Context: an optimization exercise on an open-source flow, tuned for small area. The choices shown serve that exercise and are no tape-out recipe. In this exercise RTL edits were held to simulation tests only and were not proved equivalent to the original.

--- flow/standard.sh ---
#!/bin/bash
# synth_recipe.tcl (not shown) runs the flow's synth.tcl, then flattens the netlist and writes it again
# the make line also repeats each setting of config.mk as NAME=value (left out here)
make -C /OpenROAD-flow-scripts/flow DESIGN_CONFIG=/design/flow/config.mk WORK_HOME=/design/flow/orfs CLKGATE_MAP_FILE= SYNTH_SCRIPT=/design/flow/synth_recipe.tcl "${@:-finish}"
--- flow/constraint.sdc ---
create_clock -name core_clock -period 6.5 [get_ports {clk}]
set_input_delay 1.3000 -clock core_clock [delete_from_list [all_inputs] [get_ports {clk}]]
set_output_delay 1.3000 -clock core_clock [all_outputs]
set_load 0.01 [all_outputs]
--- flow/flow/run.sh ---
#!/bin/bash
# Standard ORFS layout (the standard.sh, unchanged synthesis), except that the
# port buffers inserted before global placement are the smallest buffer cell
# instead of the resizer's default choice. Full make/tool output goes to
# standard.log; ORFS keeps each step's own log under orfs/logs/.
set -euo pipefail
export BUFFER_PORTS_ARGS="-buffer_cell sky130_fd_sc_hd__buf_1"
bash standard.sh > standard.log 2>&1
--- flow/design.v ---
module half_adder(input wire a, input wire b, output wire s, output wire co);
    assign s  = a ^ b;
    assign co = a & b;
endmodule
module full_adder(input wire a, input wire b, input wire ci, output wire s, output wire co);
    assign s  = a ^ b ^ ci;
    assign co = (a & b) | (a & ci) | (b & ci);
endmodule
module booth_sel(input wire one, input wire two, input wire neg, input wire a, input wire am1, output wire x);
    assign x = ((one & a) | (two & am1)) ^ neg;
endmodule
module booth_sel1(input wire one, input wire neg, input wire a, output wire x);
    assign x = (one & a) ^ neg;
endmodule
module booth_selm(input wire one, input wire two, input wire neg, input wire a, output wire xn);
    assign xn = ~(((one | two) & a) ^ neg);
endmodule
module multi16x16(
    input   wire            a_signed,
    input   wire            b_signed,
    input   wire    [15:0]  mula,
    input   wire    [15:0]  mulb,
    output  wire    [31:0]  out
);
    wire a_top = a_signed & mula[15];
    wire b_top = b_signed & mulb[15];
    wire one0 = mulb[0];
    wire two0 = mulb[1] & ~mulb[0];
    wire neg0 = mulb[1];
    wire n1;
    assign n1 = (one0 & mula[0]) ^ neg0;
    wire n2;
    assign n2 = ((one0 & mula[1]) | (two0 & mula[0])) ^ neg0;
    wire n3;
    assign n3 = ((one0 & mula[2]) | (two0 & mula[1])) ^ neg0;
    wire n4;
    assign n4 = ((one0 & mula[3]) | (two0 & mula[2])) ^ neg0;
    wire n5;
    assign n5 = ((one0 & mula[4]) | (two0 & mula[3])) ^ neg0;
    wire n6;
    assign n6 = ((one0 & mula[5]) | (two0 & mula[4])) ^ neg0;
    wire n7;
    assign n7 = ((one0 & mula[6]) | (two0 & mula[5])) ^ neg0;
    wire n8;
    assign n8 = ((one0 & mula[7]) | (two0 & mula[6])) ^ neg0;
    wire n9;
    assign n9 = ((one0 & mula[8]) | (two0 & mula[7])) ^ neg0;
    wire n10;
    assign n10 = ((one0 & mula[9]) | (two0 & mula[8])) ^ neg0;
    wire n11;
    assign n11 = ((one0 & mula[10]) | (two0 & mula[9])) ^ neg0;
    wire n12;
    assign n12 = ((one0 & mula[11]) | (two0 & mula[10])) ^ neg0;
    wire n13;
    assign n13 = ((one0 & mula[12]) | (two0 & mula[11])) ^ neg0;
    wire n14;
    assign n14 = ((one0 & mula[13]) | (two0 & mula[12])) ^ neg0;
    wire n15;
    assign n15 = ((one0 & mula[14]) | (two0 & mula[13])) ^ neg0;
    wire n16;
    assign n16 = ((one0 & mula[15]) | (two0 & mula[14])) ^ neg0;
    wire n17;
    assign n17 = ((one0 & a_top) | (two0 & mula[15])) ^ neg0;
    wire n18;
    assign n18 = ~(((one0 | two0) & a_top) ^ neg0);
    wire one1 = mulb[2] ^ mulb[1];
    wire two1 = (mulb[3] & ~mulb[2] & ~mulb[1]) | (~mulb[3] & mulb[2] & mulb[1]);
    wire neg1 = mulb[3];
    wire n19;
    assign n19 = (one1 & mula[0]) ^ neg1;
    wire n20;
    assign n20 = ((one1 & mula[1]) | (two1 & mula[0])) ^ neg1;
    wire n21;
    assign n21 = ((one1 & mula[2]) | (two1 & mula[1])) ^ neg1;
    wire n22;
    assign n22 = ((one1 & mula[3]) | (two1 & mula[2])) ^ neg1;
    wire n23;
    assign n23 = ((one1 & mula[4]) | (two1 & mula[3])) ^ neg1;
    wire n24;
    assign n24 = ((one1 & mula[5]) | (two1 & mula[4])) ^ neg1;
    wire n25;
    assign n25 = ((one1 & mula[6]) | (two1 & mula[5])) ^ neg1;
    wire n26;
    assign n26 = ((one1 & mula[7]) | (two1 & mula[6])) ^ neg1;
    wire n27;
    assign n27 = ((one1 & mula[8]) | (two1 & mula[7])) ^ neg1;
    wire n28;
    assign n28 = ((one1 & mula[9]) | (two1 & mula[8])) ^ neg1;
    wire n29;
    assign n29 = ((one1 & mula[10]) | (two1 & mula[9])) ^ neg1;
    wire n30;
    assign n30 = ((one1 & mula[11]) | (two1 & mula[10])) ^ neg1;
    wire n31;
    assign n31 = ((one1 & mula[12]) | (two1 & mula[11])) ^ neg1;
    wire n32;
    assign n32 = ((one1 & mula[13]) | (two1 & mula[12])) ^ neg1;
    wire n33;
    assign n33 = ((one1 & mula[14]) | (two1 & mula[13])) ^ neg1;
    wire n34;
    assign n34 = ((one1 & mula[15]) | (two1 & mula[14])) ^ neg1;
    wire n35;
    assign n35 = ((one1 & a_top) | (two1 & mula[15])) ^ neg1;
    wire n36;
    assign n36 = ~(((one1 | two1) & a_top) ^ neg1);
    wire one2 = mulb[4] ^ mulb[3];
    wire two2 = (mulb[5] & ~mulb[4] & ~mulb[3]) | (~mulb[5] & mulb[4] & mulb[3]);
    wire neg2 = mulb[5];
    wire n37;
    assign n37 = (one2 & mula[0]) ^ neg2;
    wire n38;
    assign n38 = ((one2 & mula[1]) | (two2 & mula[0])) ^ neg2;
    wire n39;
    assign n39 = ((one2 & mula[2]) | (two2 & mula[1])) ^ neg2;
    wire n40;
    assign n40 = ((one2 & mula[3]) | (two2 & mula[2])) ^ neg2;
    wire n41;
    assign n41 = ((one2 & mula[4]) | (two2 & mula[3])) ^ neg2;
    wire n42;
    assign n42 = ((one2 & mula[5]) | (two2 & mula[4])) ^ neg2;
    wire n43;
    assign n43 = ((one2 & mula[6]) | (two2 & mula[5])) ^ neg2;
    wire n44;
    assign n44 = ((one2 & mula[7]) | (two2 & mula[6])) ^ neg2;
    wire n45;
    assign n45 = ((one2 & mula[8]) | (two2 & mula[7])) ^ neg2;
    wire n46;
    assign n46 = ((one2 & mula[9]) | (two2 & mula[8])) ^ neg2;
    wire n47;
    assign n47 = ((one2 & mula[10]) | (two2 & mula[9])) ^ neg2;
    wire n48;
    assign n48 = ((one2 & mula[11]) | (two2 & mula[10])) ^ neg2;
    wire n49;
    assign n49 = ((one2 & mula[12]) | (two2 & mula[11])) ^ neg2;
    wire n50;
    assign n50 = ((one2 & mula[13]) | (two2 & mula[12])) ^ neg2;
    wire n51;
    assign n51 = ((one2 & mula[14]) | (two2 & mula[13])) ^ neg2;
    wire n52;
    assign n52 = ((one2 & mula[15]) | (two2 & mula[14])) ^ neg2;
    wire n53;
    assign n53 = ((one2 & a_top) | (two2 & mula[15])) ^ neg2;
    wire n54;
    assign n54 = ~(((one2 | two2) & a_top) ^ neg2);
    wire one3 = mulb[6] ^ mulb[5];
    wire two3 = (mulb[7] & ~mulb[6] & ~mulb[5]) | (~mulb[7] & mulb[6] & mulb[5]);
    wire neg3 = mulb[7];
    wire n55;
    assign n55 = (one3 & mula[0]) ^ neg3;
    wire n56;
    assign n56 = ((one3 & mula[1]) | (two3 & mula[0])) ^ neg3;
    wire n57;
    assign n57 = ((one3 & mula[2]) | (two3 & mula[1])) ^ neg3;
    wire n58;
    assign n58 = ((one3 & mula[3]) | (two3 & mula[2])) ^ neg3;
    wire n59;
    assign n59 = ((one3 & mula[4]) | (two3 & mula[3])) ^ neg3;
    wire n60;
    assign n60 = ((one3 & mula[5]) | (two3 & mula[4])) ^ neg3;
    wire n61;
    assign n61 = ((one3 & mula[6]) | (two3 & mula[5])) ^ neg3;
    wire n62;
    assign n62 = ((one3 & mula[7]) | (two3 & mula[6])) ^ neg3;
    wire n63;
    assign n63 = ((one3 & mula[8]) | (two3 & mula[7])) ^ neg3;
    wire n64;
    assign n64 = ((one3 & mula[9]) | (two3 & mula[8])) ^ neg3;
    wire n65;
    assign n65 = ((one3 & mula[10]) | (two3 & mula[9])) ^ neg3;
    wire n66;
    assign n66 = ((one3 & mula[11]) | (two3 & mula[10])) ^ neg3;
    wire n67;
    assign n67 = ((one3 & mula[12]) | (two3 & mula[11])) ^ neg3;
    wire n68;
    assign n68 = ((one3 & mula[13]) | (two3 & mula[12])) ^ neg3;
    wire n69;
    assign n69 = ((one3 & mula[14]) | (two3 & mula[13])) ^ neg3;
    wire n70;
    assign n70 = ((one3 & mula[15]) | (two3 & mula[14])) ^ neg3;
    wire n71;
    assign n71 = ((one3 & a_top) | (two3 & mula[15])) ^ neg3;
    wire n72;
    assign n72 = ~(((one3 | two3) & a_top) ^ neg3);
    wire one4 = mulb[8] ^ mulb[7];
    wire two4 = (mulb[9] & ~mulb[8] & ~mulb[7]) | (~mulb[9] & mulb[8] & mulb[7]);
    wire neg4 = mulb[9];
    wire n73;
    assign n73 = (one4 & mula[0]) ^ neg4;
    wire n74;
    assign n74 = ((one4 & mula[1]) | (two4 & mula[0])) ^ neg4;
    wire n75;
    assign n75 = ((one4 & mula[2]) | (two4 & mula[1])) ^ neg4;
    wire n76;
    assign n76 = ((one4 & mula[3]) | (two4 & mula[2])) ^ neg4;
    wire n77;
    assign n77 = ((one4 & mula[4]) | (two4 & mula[3])) ^ neg4;
    wire n78;
    assign n78 = ((one4 & mula[5]) | (two4 & mula[4])) ^ neg4;
    wire n79;
    assign n79 = ((one4 & mula[6]) | (two4 & mula[5])) ^ neg4;
    wire n80;
    assign n80 = ((one4 & mula[7]) | (two4 & mula[6])) ^ neg4;
    wire n81;
    assign n81 = ((one4 & mula[8]) | (two4 & mula[7])) ^ neg4;
    wire n82;
    assign n82 = ((one4 & mula[9]) | (two4 & mula[8])) ^ neg4;
    wire n83;
    assign n83 = ((one4 & mula[10]) | (two4 & mula[9])) ^ neg4;
    wire n84;
    assign n84 = ((one4 & mula[11]) | (two4 & mula[10])) ^ neg4;
    wire n85;
    assign n85 = ((one4 & mula[12]) | (two4 & mula[11])) ^ neg4;
    wire n86;
    assign n86 = ((one4 & mula[13]) | (two4 & mula[12])) ^ neg4;
    wire n87;
    assign n87 = ((one4 & mula[14]) | (two4 & mula[13])) ^ neg4;
    wire n88;
    assign n88 = ((one4 & mula[15]) | (two4 & mula[14])) ^ neg4;
    wire n89;
    assign n89 = ((one4 & a_top) | (two4 & mula[15])) ^ neg4;
    wire n90;
    assign n90 = ~(((one4 | two4) & a_top) ^ neg4);
    wire one5 = mulb[10] ^ mulb[9];
    wire two5 = (mulb[11] & ~mulb[10] & ~mulb[9]) | (~mulb[11] & mulb[10] & mulb[9]);
    wire neg5 = mulb[11];
    wire n91;
    assign n91 = (one5 & mula[0]) ^ neg5;
    wire n92;
    assign n92 = ((one5 & mula[1]) | (two5 & mula[0])) ^ neg5;
    wire n93;
    assign n93 = ((one5 & mula[2]) | (two5 & mula[1])) ^ neg5;
    wire n94;
    assign n94 = ((one5 & mula[3]) | (two5 & mula[2])) ^ neg5;
    wire n95;
    assign n95 = ((one5 & mula[4]) | (two5 & mula[3])) ^ neg5;
    wire n96;
    assign n96 = ((one5 & mula[5]) | (two5 & mula[4])) ^ neg5;
    wire n97;
    assign n97 = ((one5 & mula[6]) | (two5 & mula[5])) ^ neg5;
    wire n98;
    assign n98 = ((one5 & mula[7]) | (two5 & mula[6])) ^ neg5;
    wire n99;
    assign n99 = ((one5 & mula[8]) | (two5 & mula[7])) ^ neg5;
    wire n100;
    assign n100 = ((one5 & mula[9]) | (two5 & mula[8])) ^ neg5;
    wire n101;
    assign n101 = ((one5 & mula[10]) | (two5 & mula[9])) ^ neg5;
    wire n102;
    assign n102 = ((one5 & mula[11]) | (two5 & mula[10])) ^ neg5;
    wire n103;
    assign n103 = ((one5 & mula[12]) | (two5 & mula[11])) ^ neg5;
    wire n104;
    assign n104 = ((one5 & mula[13]) | (two5 & mula[12])) ^ neg5;
    wire n105;
    assign n105 = ((one5 & mula[14]) | (two5 & mula[13])) ^ neg5;
    wire n106;
    assign n106 = ((one5 & mula[15]) | (two5 & mula[14])) ^ neg5;
    wire n107;
    assign n107 = ((one5 & a_top) | (two5 & mula[15])) ^ neg5;
    wire n108;
    assign n108 = ~(((one5 | two5) & a_top) ^ neg5);
    wire one6 = mulb[12] ^ mulb[11];
    wire two6 = (mulb[13] & ~mulb[12] & ~mulb[11]) | (~mulb[13] & mulb[12] & mulb[11]);
    wire neg6 = mulb[13];
    wire n109;
    assign n109 = (one6 & mula[0]) ^ neg6;
    wire n110;
    assign n110 = ((one6 & mula[1]) | (two6 & mula[0])) ^ neg6;
    wire n111;
    assign n111 = ((one6 & mula[2]) | (two6 & mula[1])) ^ neg6;
    wire n112;
    assign n112 = ((one6 & mula[3]) | (two6 & mula[2])) ^ neg6;
    wire n113;
    assign n113 = ((one6 & mula[4]) | (two6 & mula[3])) ^ neg6;
    wire n114;
    assign n114 = ((one6 & mula[5]) | (two6 & mula[4])) ^ neg6;
    wire n115;
    assign n115 = ((one6 & mula[6]) | (two6 & mula[5])) ^ neg6;
    wire n116;
    assign n116 = ((one6 & mula[7]) | (two6 & mula[6])) ^ neg6;
    wire n117;
    assign n117 = ((one6 & mula[8]) | (two6 & mula[7])) ^ neg6;
    wire n118;
    assign n118 = ((one6 & mula[9]) | (two6 & mula[8])) ^ neg6;
    wire n119;
    assign n119 = ((one6 & mula[10]) | (two6 & mula[9])) ^ neg6;
    wire n120;
    assign n120 = ((one6 & mula[11]) | (two6 & mula[10])) ^ neg6;
    wire n121;
    assign n121 = ((one6 & mula[12]) | (two6 & mula[11])) ^ neg6;
    wire n122;
    assign n122 = ((one6 & mula[13]) | (two6 & mula[12])) ^ neg6;
    wire n123;
    assign n123 = ((one6 & mula[14]) | (two6 & mula[13])) ^ neg6;
    wire n124;
    assign n124 = ((one6 & mula[15]) | (two6 & mula[14])) ^ neg6;
    wire n125;
    assign n125 = ((one6 & a_top) | (two6 & mula[15])) ^ neg6;
    wire n126;
    assign n126 = ~(((one6 | two6) & a_top) ^ neg6);
    wire one7 = mulb[14] ^ mulb[13];
    wire two7 = (mulb[15] & ~mulb[14] & ~mulb[13]) | (~mulb[15] & mulb[14] & mulb[13]);
    wire neg7 = mulb[15];
    wire n127;
    assign n127 = (one7 & mula[0]) ^ neg7;
    wire n128;
    assign n128 = ((one7 & mula[1]) | (two7 & mula[0])) ^ neg7;
    wire n129;
    assign n129 = ((one7 & mula[2]) | (two7 & mula[1])) ^ neg7;
    wire n130;
    assign n130 = ((one7 & mula[3]) | (two7 & mula[2])) ^ neg7;
    wire n131;
    assign n131 = ((one7 & mula[4]) | (two7 & mula[3])) ^ neg7;
    wire n132;
    assign n132 = ((one7 & mula[5]) | (two7 & mula[4])) ^ neg7;
    wire n133;
    assign n133 = ((one7 & mula[6]) | (two7 & mula[5])) ^ neg7;
    wire n134;
    assign n134 = ((one7 & mula[7]) | (two7 & mula[6])) ^ neg7;
    wire n135;
    assign n135 = ((one7 & mula[8]) | (two7 & mula[7])) ^ neg7;
    wire n136;
    assign n136 = ((one7 & mula[9]) | (two7 & mula[8])) ^ neg7;
    wire n137;
    assign n137 = ((one7 & mula[10]) | (two7 & mula[9])) ^ neg7;
    wire n138;
    assign n138 = ((one7 & mula[11]) | (two7 & mula[10])) ^ neg7;
    wire n139;
    assign n139 = ((one7 & mula[12]) | (two7 & mula[11])) ^ neg7;
    wire n140;
    assign n140 = ((one7 & mula[13]) | (two7 & mula[12])) ^ neg7;
    wire n141;
    assign n141 = ((one7 & mula[14]) | (two7 & mula[13])) ^ neg7;
    wire n142;
    assign n142 = ((one7 & mula[15]) | (two7 & mula[14])) ^ neg7;
    wire n143;
    assign n143 = ((one7 & a_top) | (two7 & mula[15])) ^ neg7;
    wire n144;
    assign n144 = ~(((one7 | two7) & a_top) ^ neg7);
    wire one8 = b_top ^ mulb[15];
    wire neg8 = b_top;
    wire n145;
    assign n145 = (one8 & mula[0]) ^ neg8;
    wire n146;
    assign n146 = (one8 & mula[1]) ^ neg8;
    wire n147;
    assign n147 = (one8 & mula[2]) ^ neg8;
    wire n148;
    assign n148 = (one8 & mula[3]) ^ neg8;
    wire n149;
    assign n149 = (one8 & mula[4]) ^ neg8;
    wire n150;
    assign n150 = (one8 & mula[5]) ^ neg8;
    wire n151;
    assign n151 = (one8 & mula[6]) ^ neg8;
    wire n152;
    assign n152 = (one8 & mula[7]) ^ neg8;
    wire n153;
    assign n153 = (one8 & mula[8]) ^ neg8;
    wire n154;
    assign n154 = (one8 & mula[9]) ^ neg8;
    wire n155;
    assign n155 = (one8 & mula[10]) ^ neg8;
    wire n156;
    assign n156 = (one8 & mula[11]) ^ neg8;
    wire n157;
    assign n157 = (one8 & mula[12]) ^ neg8;
    wire n158;
    assign n158 = (one8 & mula[13]) ^ neg8;
    wire n159;
    assign n159 = (one8 & mula[14]) ^ neg8;
    wire n160;
    assign n160 = (one8 & mula[15]) ^ neg8;
    wire n161, n162;
    half_adder ha1 (.a(neg0), .b(n1), .s(n161), .co(n162));
    wire n163, n164;
    half_adder ha2 (.a(n2), .b(n162), .s(n163), .co(n164));
    wire n165, n166;
    full_adder fa1 (.a(neg1), .b(n3), .ci(n19), .s(n165), .co(n166));
    wire n167, n168;
    half_adder ha3 (.a(n164), .b(n165), .s(n167), .co(n168));
    wire n169, n170;
    full_adder fa2 (.a(n4), .b(n20), .ci(n166), .s(n169), .co(n170));
    wire n171, n172;
    half_adder ha4 (.a(n168), .b(n169), .s(n171), .co(n172));
    wire n173, n174;
    full_adder fa3 (.a(neg2), .b(n5), .ci(n21), .s(n173), .co(n174));
    wire n175, n176;
    full_adder fa4 (.a(n37), .b(n173), .ci(n170), .s(n175), .co(n176));
    wire n177, n178;
    half_adder ha5 (.a(n172), .b(n175), .s(n177), .co(n178));
    wire n179, n180;
    full_adder fa5 (.a(n6), .b(n22), .ci(n38), .s(n179), .co(n180));
    wire n181, n182;
    full_adder fa6 (.a(n174), .b(n179), .ci(n176), .s(n181), .co(n182));
    wire n183, n184;
    half_adder ha6 (.a(n178), .b(n181), .s(n183), .co(n184));
    wire n185, n186;
    full_adder fa7 (.a(neg3), .b(n7), .ci(n23), .s(n185), .co(n186));
    wire n187, n188;
    full_adder fa8 (.a(n39), .b(n55), .ci(n180), .s(n187), .co(n188));
    wire n189, n190;
    full_adder fa9 (.a(n185), .b(n187), .ci(n182), .s(n189), .co(n190));
    wire n191, n192;
    full_adder fa10 (.a(n8), .b(n24), .ci(n40), .s(n191), .co(n192));
    wire n193, n194;
    full_adder fa11 (.a(n56), .b(n186), .ci(n191), .s(n193), .co(n194));
    wire n195, n196;
    half_adder ha7 (.a(n188), .b(n193), .s(n195), .co(n196));
    wire n197, n198;
    full_adder fa12 (.a(neg4), .b(n9), .ci(n25), .s(n197), .co(n198));
    wire n199, n200;
    full_adder fa13 (.a(n41), .b(n57), .ci(n73), .s(n199), .co(n200));
    wire n201, n202;
    full_adder fa14 (.a(n192), .b(n197), .ci(n199), .s(n201), .co(n202));
    wire n203, n204;
    half_adder ha8 (.a(n194), .b(n201), .s(n203), .co(n204));
    wire n205, n206;
    full_adder fa15 (.a(n10), .b(n26), .ci(n42), .s(n205), .co(n206));
    wire n207, n208;
    full_adder fa16 (.a(n58), .b(n74), .ci(n198), .s(n207), .co(n208));
    wire n209, n210;
    full_adder fa17 (.a(n200), .b(n205), .ci(n207), .s(n209), .co(n210));
    wire n211, n212;
    half_adder ha9 (.a(n202), .b(n209), .s(n211), .co(n212));
    wire n213, n214;
    full_adder fa18 (.a(neg5), .b(n11), .ci(n27), .s(n213), .co(n214));
    wire n215, n216;
    full_adder fa19 (.a(n43), .b(n59), .ci(n75), .s(n215), .co(n216));
    wire n217, n218;
    full_adder fa20 (.a(n91), .b(n206), .ci(n213), .s(n217), .co(n218));
    wire n219, n220;
    full_adder fa21 (.a(n215), .b(n208), .ci(n217), .s(n219), .co(n220));
    wire n221, n222;
    half_adder ha10 (.a(n210), .b(n219), .s(n221), .co(n222));
    wire n223, n224;
    full_adder fa22 (.a(n12), .b(n28), .ci(n44), .s(n223), .co(n224));
    wire n225, n226;
    full_adder fa23 (.a(n60), .b(n76), .ci(n92), .s(n225), .co(n226));
    wire n227, n228;
    full_adder fa24 (.a(n214), .b(n216), .ci(n223), .s(n227), .co(n228));
    wire n229, n230;
    full_adder fa25 (.a(n225), .b(n218), .ci(n227), .s(n229), .co(n230));
    wire n231, n232;
    half_adder ha11 (.a(n220), .b(n229), .s(n231), .co(n232));
    wire n233, n234;
    full_adder fa26 (.a(neg6), .b(n13), .ci(n29), .s(n233), .co(n234));
    wire n235, n236;
    full_adder fa27 (.a(n45), .b(n61), .ci(n77), .s(n235), .co(n236));
    wire n237, n238;
    full_adder fa28 (.a(n93), .b(n109), .ci(n224), .s(n237), .co(n238));
    wire n239, n240;
    full_adder fa29 (.a(n226), .b(n233), .ci(n235), .s(n239), .co(n240));
    wire n241, n242;
    full_adder fa30 (.a(n237), .b(n228), .ci(n239), .s(n241), .co(n242));
    wire n243, n244;
    half_adder ha12 (.a(n230), .b(n241), .s(n243), .co(n244));
    wire n245, n246;
    full_adder fa31 (.a(n14), .b(n30), .ci(n46), .s(n245), .co(n246));
    wire n247, n248;
    full_adder fa32 (.a(n62), .b(n78), .ci(n94), .s(n247), .co(n248));
    wire n249, n250;
    full_adder fa33 (.a(n110), .b(n234), .ci(n236), .s(n249), .co(n250));
    wire n251, n252;
    full_adder fa34 (.a(n245), .b(n247), .ci(n238), .s(n251), .co(n252));
    wire n253, n254;
    full_adder fa35 (.a(n240), .b(n249), .ci(n251), .s(n253), .co(n254));
    wire n255, n256;
    half_adder ha13 (.a(n242), .b(n253), .s(n255), .co(n256));
    wire n257, n258;
    full_adder fa36 (.a(neg7), .b(n15), .ci(n31), .s(n257), .co(n258));
    wire n259, n260;
    full_adder fa37 (.a(n47), .b(n63), .ci(n79), .s(n259), .co(n260));
    wire n261, n262;
    full_adder fa38 (.a(n95), .b(n111), .ci(n127), .s(n261), .co(n262));
    wire n263, n264;
    full_adder fa39 (.a(n246), .b(n248), .ci(n257), .s(n263), .co(n264));
    wire n265, n266;
    full_adder fa40 (.a(n259), .b(n261), .ci(n250), .s(n265), .co(n266));
    wire n267, n268;
    full_adder fa41 (.a(n263), .b(n252), .ci(n265), .s(n267), .co(n268));
    wire n269, n270;
    half_adder ha14 (.a(n254), .b(n267), .s(n269), .co(n270));
    wire n271, n272;
    full_adder fa42 (.a(n16), .b(n32), .ci(n48), .s(n271), .co(n272));
    wire n273, n274;
    full_adder fa43 (.a(n64), .b(n80), .ci(n96), .s(n273), .co(n274));
    wire n275, n276;
    full_adder fa44 (.a(n112), .b(n128), .ci(n258), .s(n275), .co(n276));
    wire n277, n278;
    full_adder fa45 (.a(n260), .b(n262), .ci(n271), .s(n277), .co(n278));
    wire n279, n280;
    full_adder fa46 (.a(n273), .b(n275), .ci(n264), .s(n279), .co(n280));
    wire n281, n282;
    full_adder fa47 (.a(n277), .b(n266), .ci(n279), .s(n281), .co(n282));
    wire n283, n284;
    half_adder ha15 (.a(n268), .b(n281), .s(n283), .co(n284));
    wire n285, n286;
    full_adder fa48 (.a(neg8), .b(n17), .ci(n33), .s(n285), .co(n286));
    wire n287, n288;
    full_adder fa49 (.a(n49), .b(n65), .ci(n81), .s(n287), .co(n288));
    wire n289, n290;
    full_adder fa50 (.a(n97), .b(n113), .ci(n129), .s(n289), .co(n290));
    wire n291, n292;
    full_adder fa51 (.a(n145), .b(n272), .ci(n274), .s(n291), .co(n292));
    wire n293, n294;
    full_adder fa52 (.a(n285), .b(n287), .ci(n289), .s(n293), .co(n294));
    wire n295, n296;
    full_adder fa53 (.a(n276), .b(n278), .ci(n291), .s(n295), .co(n296));
    wire n297, n298;
    full_adder fa54 (.a(n293), .b(n280), .ci(n295), .s(n297), .co(n298));
    wire n299, n300;
    half_adder ha16 (.a(n282), .b(n297), .s(n299), .co(n300));
    wire n301 = ~n18;
    wire n302, n303;
    full_adder fa55 (.a(n34), .b(n50), .ci(n66), .s(n302), .co(n303));
    wire n304, n305;
    full_adder fa56 (.a(n82), .b(n98), .ci(n114), .s(n304), .co(n305));
    wire n306, n307;
    full_adder fa57 (.a(n130), .b(n146), .ci(n301), .s(n306), .co(n307));
    wire n308, n309;
    full_adder fa58 (.a(n286), .b(n288), .ci(n290), .s(n308), .co(n309));
    wire n310, n311;
    full_adder fa59 (.a(n302), .b(n304), .ci(n306), .s(n310), .co(n311));
    wire n312, n313;
    full_adder fa60 (.a(n292), .b(n294), .ci(n308), .s(n312), .co(n313));
    wire n314, n315;
    full_adder fa61 (.a(n310), .b(n296), .ci(n312), .s(n314), .co(n315));
    wire n316, n317;
    half_adder ha17 (.a(n298), .b(n314), .s(n316), .co(n317));
    wire n318 = ~n35;
    wire n319, n320;
    full_adder fa62 (.a(n51), .b(n67), .ci(n83), .s(n319), .co(n320));
    wire n321, n322;
    full_adder fa63 (.a(n99), .b(n115), .ci(n131), .s(n321), .co(n322));
    wire n323, n324;
    full_adder fa64 (.a(n147), .b(n18), .ci(n318), .s(n323), .co(n324));
    wire n325, n326;
    full_adder fa65 (.a(n303), .b(n305), .ci(n307), .s(n325), .co(n326));
    wire n327, n328;
    full_adder fa66 (.a(n319), .b(n321), .ci(n323), .s(n327), .co(n328));
    wire n329, n330;
    full_adder fa67 (.a(n309), .b(n311), .ci(n325), .s(n329), .co(n330));
    wire n331, n332;
    full_adder fa68 (.a(n327), .b(n313), .ci(n329), .s(n331), .co(n332));
    wire n333, n334;
    half_adder ha18 (.a(n315), .b(n331), .s(n333), .co(n334));
    wire n335, n336;
    full_adder fa69 (.a(n36), .b(n52), .ci(n68), .s(n335), .co(n336));
    wire n337, n338;
    full_adder fa70 (.a(n84), .b(n100), .ci(n116), .s(n337), .co(n338));
    wire n339, n340;
    full_adder fa71 (.a(n132), .b(n148), .ci(n35), .s(n339), .co(n340));
    wire n341, n342;
    full_adder fa72 (.a(n320), .b(n322), .ci(n324), .s(n341), .co(n342));
    wire n343, n344;
    full_adder fa73 (.a(n335), .b(n337), .ci(n339), .s(n343), .co(n344));
    wire n345, n346;
    full_adder fa74 (.a(n326), .b(n328), .ci(n341), .s(n345), .co(n346));
    wire n347, n348;
    full_adder fa75 (.a(n343), .b(n330), .ci(n345), .s(n347), .co(n348));
    wire n349, n350;
    half_adder ha19 (.a(n332), .b(n347), .s(n349), .co(n350));
    wire n351 = ~n53;
    wire n352, n353;
    full_adder fa76 (.a(n69), .b(n85), .ci(n101), .s(n352), .co(n353));
    wire n354, n355;
    full_adder fa77 (.a(n117), .b(n133), .ci(n149), .s(n354), .co(n355));
    wire n356, n357;
    full_adder fa78 (.a(n351), .b(n336), .ci(n338), .s(n356), .co(n357));
    wire n358, n359;
    full_adder fa79 (.a(n340), .b(n352), .ci(n354), .s(n358), .co(n359));
    wire n360, n361;
    full_adder fa80 (.a(n342), .b(n344), .ci(n356), .s(n360), .co(n361));
    wire n362, n363;
    full_adder fa81 (.a(n358), .b(n346), .ci(n360), .s(n362), .co(n363));
    wire n364, n365;
    half_adder ha20 (.a(n348), .b(n362), .s(n364), .co(n365));
    wire n366, n367;
    full_adder fa82 (.a(n54), .b(n70), .ci(n86), .s(n366), .co(n367));
    wire n368, n369;
    full_adder fa83 (.a(n102), .b(n118), .ci(n134), .s(n368), .co(n369));
    wire n370, n371;
    full_adder fa84 (.a(n150), .b(n53), .ci(n353), .s(n370), .co(n371));
    wire n372, n373;
    full_adder fa85 (.a(n355), .b(n366), .ci(n368), .s(n372), .co(n373));
    wire n374, n375;
    full_adder fa86 (.a(n357), .b(n370), .ci(n359), .s(n374), .co(n375));
    wire n376, n377;
    full_adder fa87 (.a(n372), .b(n361), .ci(n374), .s(n376), .co(n377));
    wire n378, n379;
    half_adder ha21 (.a(n363), .b(n376), .s(n378), .co(n379));
    wire n380 = ~n71;
    wire n381, n382;
    full_adder fa88 (.a(n87), .b(n103), .ci(n119), .s(n381), .co(n382));
    wire n383, n384;
    full_adder fa89 (.a(n135), .b(n151), .ci(n380), .s(n383), .co(n384));
    wire n385, n386;
    full_adder fa90 (.a(n367), .b(n369), .ci(n381), .s(n385), .co(n386));
    wire n387, n388;
    full_adder fa91 (.a(n383), .b(n371), .ci(n373), .s(n387), .co(n388));
    wire n389, n390;
    full_adder fa92 (.a(n385), .b(n375), .ci(n387), .s(n389), .co(n390));
    wire n391, n392;
    half_adder ha22 (.a(n377), .b(n389), .s(n391), .co(n392));
    wire n393, n394;
    full_adder fa93 (.a(n72), .b(n88), .ci(n104), .s(n393), .co(n394));
    wire n395, n396;
    full_adder fa94 (.a(n120), .b(n136), .ci(n152), .s(n395), .co(n396));
    wire n397, n398;
    full_adder fa95 (.a(n71), .b(n382), .ci(n384), .s(n397), .co(n398));
    wire n399, n400;
    full_adder fa96 (.a(n393), .b(n395), .ci(n386), .s(n399), .co(n400));
    wire n401, n402;
    full_adder fa97 (.a(n397), .b(n388), .ci(n399), .s(n401), .co(n402));
    wire n403, n404;
    half_adder ha23 (.a(n390), .b(n401), .s(n403), .co(n404));
    wire n405 = ~n89;
    wire n406, n407;
    full_adder fa98 (.a(n105), .b(n121), .ci(n137), .s(n406), .co(n407));
    wire n408, n409;
    full_adder fa99 (.a(n153), .b(n405), .ci(n394), .s(n408), .co(n409));
    wire n410, n411;
    full_adder fa100 (.a(n396), .b(n406), .ci(n398), .s(n410), .co(n411));
    wire n412, n413;
    full_adder fa101 (.a(n408), .b(n410), .ci(n400), .s(n412), .co(n413));
    wire n414, n415;
    half_adder ha24 (.a(n402), .b(n412), .s(n414), .co(n415));
    wire n416, n417;
    full_adder fa102 (.a(n90), .b(n106), .ci(n122), .s(n416), .co(n417));
    wire n418, n419;
    full_adder fa103 (.a(n138), .b(n154), .ci(n89), .s(n418), .co(n419));
    wire n420, n421;
    full_adder fa104 (.a(n407), .b(n416), .ci(n418), .s(n420), .co(n421));
    wire n422, n423;
    full_adder fa105 (.a(n409), .b(n420), .ci(n411), .s(n422), .co(n423));
    wire n424, n425;
    half_adder ha25 (.a(n422), .b(n413), .s(n424), .co(n425));
    wire n426 = ~n107;
    wire n427, n428;
    full_adder fa106 (.a(n123), .b(n139), .ci(n155), .s(n427), .co(n428));
    wire n429, n430;
    full_adder fa107 (.a(n426), .b(n417), .ci(n419), .s(n429), .co(n430));
    wire n431, n432;
    full_adder fa108 (.a(n427), .b(n421), .ci(n429), .s(n431), .co(n432));
    wire n433, n434;
    half_adder ha26 (.a(n431), .b(n423), .s(n433), .co(n434));
    wire n435, n436;
    full_adder fa109 (.a(n108), .b(n124), .ci(n140), .s(n435), .co(n436));
    wire n437, n438;
    full_adder fa110 (.a(n156), .b(n107), .ci(n428), .s(n437), .co(n438));
    wire n439, n440;
    full_adder fa111 (.a(n435), .b(n430), .ci(n437), .s(n439), .co(n440));
    wire n441, n442;
    half_adder ha27 (.a(n432), .b(n439), .s(n441), .co(n442));
    wire n443 = ~n125;
    wire n444, n445;
    full_adder fa112 (.a(n141), .b(n157), .ci(n443), .s(n444), .co(n445));
    wire n446, n447;
    full_adder fa113 (.a(n436), .b(n444), .ci(n438), .s(n446), .co(n447));
    wire n448, n449;
    half_adder ha28 (.a(n440), .b(n446), .s(n448), .co(n449));
    wire n450, n451;
    full_adder fa114 (.a(n126), .b(n142), .ci(n158), .s(n450), .co(n451));
    wire n452, n453;
    full_adder fa115 (.a(n125), .b(n445), .ci(n450), .s(n452), .co(n453));
    wire n454, n455;
    half_adder ha29 (.a(n452), .b(n447), .s(n454), .co(n455));
    wire n456 = ~n143;
    wire n457, n458;
    full_adder fa116 (.a(n159), .b(n456), .ci(n451), .s(n457), .co(n458));
    wire n459, n460;
    half_adder ha30 (.a(n457), .b(n453), .s(n459), .co(n460));
    wire n461, n462;
    full_adder fa117 (.a(n144), .b(n160), .ci(n143), .s(n461), .co(n462));
    wire n463, n464;
    half_adder ha31 (.a(n461), .b(n458), .s(n463), .co(n464));
    wire n465, n466;
    half_adder ha32 (.a(n184), .b(n189), .s(n465), .co(n466));
    wire n467, n468;
    half_adder ha33 (.a(n190), .b(n195), .s(n467), .co(n468));
    wire n469, n470;
    half_adder ha34 (.a(n196), .b(n203), .s(n469), .co(n470));
    wire n471, n472;
    half_adder ha35 (.a(n204), .b(n211), .s(n471), .co(n472));
    wire n473, n474;
    half_adder ha36 (.a(n212), .b(n221), .s(n473), .co(n474));
    wire n475, n476;
    half_adder ha37 (.a(n222), .b(n231), .s(n475), .co(n476));
    wire n477, n478;
    half_adder ha38 (.a(n232), .b(n243), .s(n477), .co(n478));
    wire n479, n480;
    half_adder ha39 (.a(n244), .b(n255), .s(n479), .co(n480));
    wire n481, n482;
    half_adder ha40 (.a(n256), .b(n269), .s(n481), .co(n482));
    wire n483, n484;
    half_adder ha41 (.a(n270), .b(n283), .s(n483), .co(n484));
    wire n485, n486;
    half_adder ha42 (.a(n284), .b(n299), .s(n485), .co(n486));
    wire n487, n488;
    half_adder ha43 (.a(n300), .b(n316), .s(n487), .co(n488));
    wire n489, n490;
    half_adder ha44 (.a(n317), .b(n333), .s(n489), .co(n490));
    wire n491, n492;
    half_adder ha45 (.a(n334), .b(n349), .s(n491), .co(n492));
    wire n493, n494;
    half_adder ha46 (.a(n350), .b(n364), .s(n493), .co(n494));
    wire n495, n496;
    half_adder ha47 (.a(n365), .b(n378), .s(n495), .co(n496));
    wire n497, n498;
    half_adder ha48 (.a(n379), .b(n391), .s(n497), .co(n498));
    wire n499, n500;
    half_adder ha49 (.a(n392), .b(n403), .s(n499), .co(n500));
    wire n501, n502;
    half_adder ha50 (.a(n404), .b(n414), .s(n501), .co(n502));
    wire n503, n504;
    half_adder ha51 (.a(n415), .b(n424), .s(n503), .co(n504));
    wire n505, n506;
    half_adder ha52 (.a(n425), .b(n433), .s(n505), .co(n506));
    wire n507, n508;
    half_adder ha53 (.a(n434), .b(n441), .s(n507), .co(n508));
    wire n509, n510;
    half_adder ha54 (.a(n442), .b(n448), .s(n509), .co(n510));
    wire n511, n512;
    half_adder ha55 (.a(n449), .b(n454), .s(n511), .co(n512));
    wire n513, n514;
    half_adder ha56 (.a(n455), .b(n459), .s(n513), .co(n514));
    wire n515, n516;
    half_adder ha57 (.a(n460), .b(n463), .s(n515), .co(n516));
    wire n517 = n468 | (n467 & n466);
    wire n518 = n467 & n465;
    wire n519 = n472 | (n471 & n470);
    wire n520 = n471 & n469;
    wire n521 = n476 | (n475 & n474);
    wire n522 = n475 & n473;
    wire n523 = n480 | (n479 & n478);
    wire n524 = n479 & n477;
    wire n525 = n484 | (n483 & n482);
    wire n526 = n483 & n481;
    wire n527 = n488 | (n487 & n486);
    wire n528 = n487 & n485;
    wire n529 = n492 | (n491 & n490);
    wire n530 = n491 & n489;
    wire n531 = n496 | (n495 & n494);
    wire n532 = n495 & n493;
    wire n533 = n500 | (n499 & n498);
    wire n534 = n499 & n497;
    wire n535 = n504 | (n503 & n502);
    wire n536 = n503 & n501;
    wire n537 = n508 | (n507 & n506);
    wire n538 = n507 & n505;
    wire n539 = n512 | (n511 & n510);
    wire n540 = n511 & n509;
    wire n541 = n516 | (n515 & n514);
    wire n542 = n515 & n513;
    wire n543 = n519 | (n520 & n517);
    wire n544 = n520 & n518;
    wire n545 = n523 | (n524 & n521);
    wire n546 = n524 & n522;
    wire n547 = n527 | (n528 & n525);
    wire n548 = n528 & n526;
    wire n549 = n531 | (n532 & n529);
    wire n550 = n532 & n530;
    wire n551 = n535 | (n536 & n533);
    wire n552 = n536 & n534;
    wire n553 = n539 | (n540 & n537);
    wire n554 = n540 & n538;
    wire n555 = n545 | (n546 & n543);
    wire n556 = n546 & n544;
    wire n557 = n549 | (n550 & n547);
    wire n558 = n550 & n548;
    wire n559 = n553 | (n554 & n551);
    wire n560 = n554 & n552;
    wire n561 = n557 | (n558 & n555);
    wire n562 = n558 & n556;
    wire n563 = n559 | (n560 & n561);
    wire n564 = n560 & n562;
    wire n565 = n547 | (n548 & n555);
    wire n566 = n548 & n556;
    wire n567 = n551 | (n552 & n561);
    wire n568 = n552 & n562;
    wire n569 = n521 | (n522 & n543);
    wire n570 = n522 & n544;
    wire n571 = n525 | (n526 & n555);
    wire n572 = n526 & n556;
    wire n573 = n529 | (n530 & n565);
    wire n574 = n530 & n566;
    wire n575 = n533 | (n534 & n561);
    wire n576 = n534 & n562;
    wire n577 = n537 | (n538 & n567);
    wire n578 = n538 & n568;
    wire n579 = n541 | (n542 & n563);
    wire n580 = n542 & n564;
    wire n581 = n470 | (n469 & n517);
    wire n582 = n469 & n518;
    wire n583 = n474 | (n473 & n543);
    wire n584 = n473 & n544;
    wire n585 = n478 | (n477 & n569);
    wire n586 = n477 & n570;
    wire n587 = n482 | (n481 & n555);
    wire n588 = n481 & n556;
    wire n589 = n486 | (n485 & n571);
    wire n590 = n485 & n572;
    wire n591 = n490 | (n489 & n565);
    wire n592 = n489 & n566;
    wire n593 = n494 | (n493 & n573);
    wire n594 = n493 & n574;
    wire n595 = n498 | (n497 & n561);
    wire n596 = n497 & n562;
    wire n597 = n502 | (n501 & n575);
    wire n598 = n501 & n576;
    wire n599 = n506 | (n505 & n567);
    wire n600 = n505 & n568;
    wire n601 = n510 | (n509 & n577);
    wire n602 = n509 & n578;
    wire n603 = n514 | (n513 & n563);
    wire n604 = n513 & n564;
    wire n605 = n467 ^ n466;
    wire n606 = n469 ^ n517;
    wire n607 = n471 ^ n581;
    wire n608 = n473 ^ n543;
    wire n609 = n475 ^ n583;
    wire n610 = n477 ^ n569;
    wire n611 = n479 ^ n585;
    wire n612 = n481 ^ n555;
    wire n613 = n483 ^ n587;
    wire n614 = n485 ^ n571;
    wire n615 = n487 ^ n589;
    wire n616 = n489 ^ n565;
    wire n617 = n491 ^ n591;
    wire n618 = n493 ^ n573;
    wire n619 = n495 ^ n593;
    wire n620 = n497 ^ n561;
    wire n621 = n499 ^ n595;
    wire n622 = n501 ^ n575;
    wire n623 = n503 ^ n597;
    wire n624 = n505 ^ n567;
    wire n625 = n507 ^ n599;
    wire n626 = n509 ^ n577;
    wire n627 = n511 ^ n601;
    wire n628 = n513 ^ n563;
    wire n629 = n515 ^ n603;
    assign out[0] = n161;  
    assign out[1] = n163;  
    assign out[2] = n167;  
    assign out[3] = n171;  
    assign out[4] = n177;  
    assign out[5] = n183;  
    assign out[6] = n465;  
    assign out[7] = n605;  
    assign out[8] = n606;  
    assign out[9] = n607;  
    assign out[10] = n608;  
    assign out[11] = n609;  
    assign out[12] = n610;  
    assign out[13] = n611;  
    assign out[14] = n612;  
    assign out[15] = n613;  
    assign out[16] = n614;  
    assign out[17] = n615;  
    assign out[18] = n616;  
    assign out[19] = n617;  
    assign out[20] = n618;  
    assign out[21] = n619;  
    assign out[22] = n620;  
    assign out[23] = n621;  
    assign out[24] = n622;  
    assign out[25] = n623;  
    assign out[26] = n624;  
    assign out[27] = n625;  
    assign out[28] = n626;  
    assign out[29] = n627;  
    assign out[30] = n628;  
    assign out[31] = n629;  
endmodule
module mul16_top(
    input   wire            clk,
    input   wire            a_signed,
    input   wire            b_signed,
    input   wire    [15:0]  mula,
    input   wire    [15:0]  mulb,
    output  reg     [31:0]  p
);
reg             a_signed_q, b_signed_q;
reg     [15:0]  mula_q, mulb_q;
wire    [31:0]  prod;
always @(posedge clk) begin
    a_signed_q <= a_signed;
    b_signed_q <= b_signed;
    mula_q     <= mula;
    mulb_q     <= mulb;
    p          <= prod;
end
multi16x16 mult(
    .a_signed(a_signed_q),
    .b_signed(b_signed_q),
    .mula(mula_q),
    .mulb(mulb_q),
    .out(prod)
);
endmodule
--- flow/config.mk ---
export PLATFORM = sky130hd
export DESIGN_NAME = mul16_top
export DESIGN_NICKNAME = mul16_top
export VERILOG_FILES = /design/flow/design.v
export SDC_FILE = /design/flow/constraint.sdc
export NUM_CORES = 4
export LEC_CHECK = 0
export ABC_AREA = 1
export CAP_MARGIN = 20
export CORE_MARGIN = 2
export CORE_UTILIZATION = 55
export SLEW_MARGIN = 20
export SYNTH_HIERARCHICAL = 1
==> notes.md <==
[worst max-delay path, stage by stage (launching register included)]
cell     delay (ns)
dfxtp_1        0.30
buf_4          0.37
or2_1          0.21
nand2_1        0.40
o22ai_1        0.36
xor2_1         0.23
fa_1           0.47
fa_1           0.40
fa_1           0.54
fa_1           0.41
ha_1           0.29
ha_1           0.34
nand2_1        0.06
inv_1          0.07
nand3_1        0.12
nor2_1         0.13
nand2_1        0.07
nand2_1        0.12
nand2_1        0.07
nand2_1        0.17
nand2_1        0.07
nand2_1        0.06
ha_1           0.14
nor2_1         0.05
xor2_1         0.13
[cells in the final DEF, fill, tap and decap left out, types with 3 or more instances in the layout]
cell type	netlist	routed
xor2_1	121	121
fa_1	117	117
o22ai_1	101	101
nand2_1	85	85
ha_1	70	70
dfxtp_1	66	66
buf_1	15	66
inv_1	49	49
nor2_1	33	33
a21oi_1	29	29
o22ai_2	13	13
o221ai_1	13	13
xnor2_1	10	10
buf_4	35	10
nand2_2	9	9
clkbuf_16	0	9
a31oi_1	7	7
or2_1	6	6
inv_2	4	4
o21bai_1	3	3
inv_6	0	3
[modules after synthesis, one instance, submodules excluded]
| module | cells | times used | area, sq um | flip-flops and latches |
|---|---|---|---|---|
| half_adder | 1 | 57 | 12.5 | 0 |
| multi16x16 | 591 | 1 | 3770 | 0 |
| full_adder | 1 | 117 | 20.0 | 0 |
| mul16_top | 66 | 1 | 1320 | 66 |
[final timing paths]
path | from | endpoint
max | mulb_q[11] | p[29]
min | mula_q[0] | p[1]
max reg2reg | mulb_q[11] | p[29]
min reg2reg | mula_q[0] | p[1]
[stage by stage]
step            util  setup WS [ns]  std cells  instance area (sq um)
6_report       0.587          0.784       1024                   8490
5_1_grt        0.587          0.318       1024                   8490
4_1_cts        0.587          0.827       1024                   8490
3_5_place_dp   0.565          0.845       1008                   8170
3_3_place_gp   0.565          0.947       1008                   8170
2_1_floorplan      -           1.59        831                   8150
[synthesized netlist by cell type (7+ instances only)]
cell / count
nor2_1: 33
a31oi_1: 7
o22ai_1: 101
buf_1: 15
fa_1: 117
a21oi_1: 29
xor2_1: 121
xnor2_1: 10
buf_6: 8
o221ai_1: 13
nand2_1: 85
o22ai_2: 13
ha_1: 70
inv_1: 49
buf_4: 35
dfxtp_1: 66
buf_2: 20
nand2_2: 9
[routing by layer]
| layer | part of all wire | up-vias |
|---|---|---|
| met4 | 0.024 | 0 |
| li1 | - | 2783 |
| met1 | 0.45 | 2918 |
| met3 | 0.070 | 37 |
| met2 | 0.45 | 265 |
| met5 | 0 | - |
[cells by family after synthesis]
logic type                 synth area share
adders and majority gates             0.395
AOI/OAI and AO/OA                     0.142
and+or+nand+nor                      0.0708
buffers and inverters                0.0897
xor gates and xnor gates              0.141
DFF                                   0.162
[registers in the layout, summed over array words and instances (netlist names)]
signal / cells
p: 32
mula_q: 16
mulb_q: 16
a_signed_q: 1
b_signed_q: 1
[layout make-up]
type                       instances  area share
timing repair buffer              76      0.0380
sequential                        66       0.156
clock buffer                      11      0.0298
tap                              184      0.0271
clock inverter                     5     0.00795
multi-input combinational        628       0.718
inverter                          54      0.0239
==> implementation parameters <==
Parameter                              Value

STA
  Max-slew violation total from the final report    0
  Skew final    0.00595 ns
  Number of endpoints with negative hold slack in the final report    0
  Share of the cycle needed by the critical path after routing    0.879
  Total negative slack for setup checks    0 ns
  Worst hold slack after final layout    0.654 ns
  Slew at the pin closest to its max-slew limit    0.983 ns
  Upper clock frequency limit    175 MHz
  Slew HR    0.342
  Unrepaired setup endpoints after global routing    no
  Count of endpoints failing setup in the final report    0
  Minimum clock period after layout    5.72 ns

Yosys
  Synthesized area divided by synthesized cell count    9.81 sq um
  Post-Syn Nets    1,053
  Fraction of the yosys area taken by sequential cells    0.162
  Flip-flop cell with the highest count after synthesis    dfxtp_1
  Post-synthesis instance total    831
  Netlist area before placement    0.00815 sq mm
  Flops & latches, synth    66
  Share of flip-flops with an asynchronous set or reset after synthesis    0
  Library cell with the largest summed area after synthesis    fa_1
  Share of Yosys cell area claimed by the top area cell type    0.287
  Yosys Warn Count    7
  Top post-synthesis cells by area    fa_1 (29%), dfxtp_1 (16%), xor2_1 (13%), ha_1 (11%), o22ai_1 (7.8%)
  Post-synth cell types    30
  Number of enable-type register cells in the synthesized netlist    0

GRT
  Met2 Resource Use GR    0.394
  Met3 Usage GRT    0.0395
  Busiest grt layer    met2
  Vias in the first global route    6,108
  Total GRT Usage    0.252
  Global-route wire length before repair    31.8 mm
  Pin count of the biggest net entering global routing    23
  Met1 demand-to-capacity share in global routing    0.359
  Initial antenna violation count    0
  Aggregate global routing overflow    0

Routing
  Post-DR vias/cell    5.86
  Violation count after the first detailed-routing iteration    416
  Detailed-route DRC error count    0
  Overall via count from detail_route    6,003
  Number of nets still failing antenna checks after routing    0
  Total detailed-routing wirelength    19.2 mm
  DR WL/cell    18.7 um
  First-pass DRT Iterations    5

Status
  Run status    finished clean

Cells and area
  Multi-input gate area    0.00610 sq mm
  Nets    1,057
  Register cell area after layout    0.00132 sq mm
  Fillcell total    1,276
  P&R area growth vs syn    4.24%
  Antenna Cells    0
  Layout cell share with drive strength beyond 1    0.0667

Die
  DIE AREA    0.0158 sq mm
  Die outline height    126 um
  Starting Density    0.563
  Placeable core region    0.0145 sq mm
  Number of placement rows    44
  Overall die width    126 um
  Ports placed on the boundary    67

Placement
  Number of port buffers    66
  Placed wire-length estimate    14.7 mm
  Final estimated routing congestion in global placement    0.883

Worst setup path
  Crit end category    flop
  FF-to-FF setup slack    0.78 ns
  Data required, critical path    6.73 ns
  Max Fanout on Critical Path    22
  Setup crit start kind    flop
  Critical path start-end classification    reg -> reg
  R2r worst-path depth    24
  Data arrival at the endpoint of the critical path    5.95 ns

Clock tree
  Number of buffers inserted during clock tree synthesis    9
  Post-CTS clock slew at the launch and capture registers of the worst setup and hold paths    0.06 ns
  Maximum buffer depth of the clock tree    2
  Htree depth    3
  Cell chosen for the clock root    clkbuf_16
  Hold-fix buffers at CTS    0
  CTS tree    done
  Sink Count    66
  Post-cts repair resize count    0
  Buffers inserted by post-CTS timing repair    0
  Clock latency of the later-clocked register in the worst-skew pair    0.34 ns

Run
  Max-capacitance violation count    0

Hold path
  Tightest Hold Check Type    reg -> reg
  Hold path depth    2

## static timing again, ports no longer ideal
The results above use ideal ports. As a check the final layout listed here was re-extracted and re-timed, cells and wires unchanged.
Step 1: set_driving_cell puts a clkbuf_16 on clk and a buf_2 on each other input, an assumption about the parent block.
Step 2 adds t to the input delays and takes it off the output delays; t is the mean of the earliest and latest rising clock arrival at the registers after step 1. Input paths then give back, and output paths get back, about the clock's delay inside the block.
a / b / c = no drivers / after step 1 / after step 2; a / b = the first two.
t, ns: 0.384
setup WS [ns]: 0.784 / 0.784 / 0.784
pins driven straight from the clock port: 1
After both steps this run still meets setup and hold. For this run, drivers alone change the setup slack by 0.000 ns; drivers and shift together by 0.000 ns.
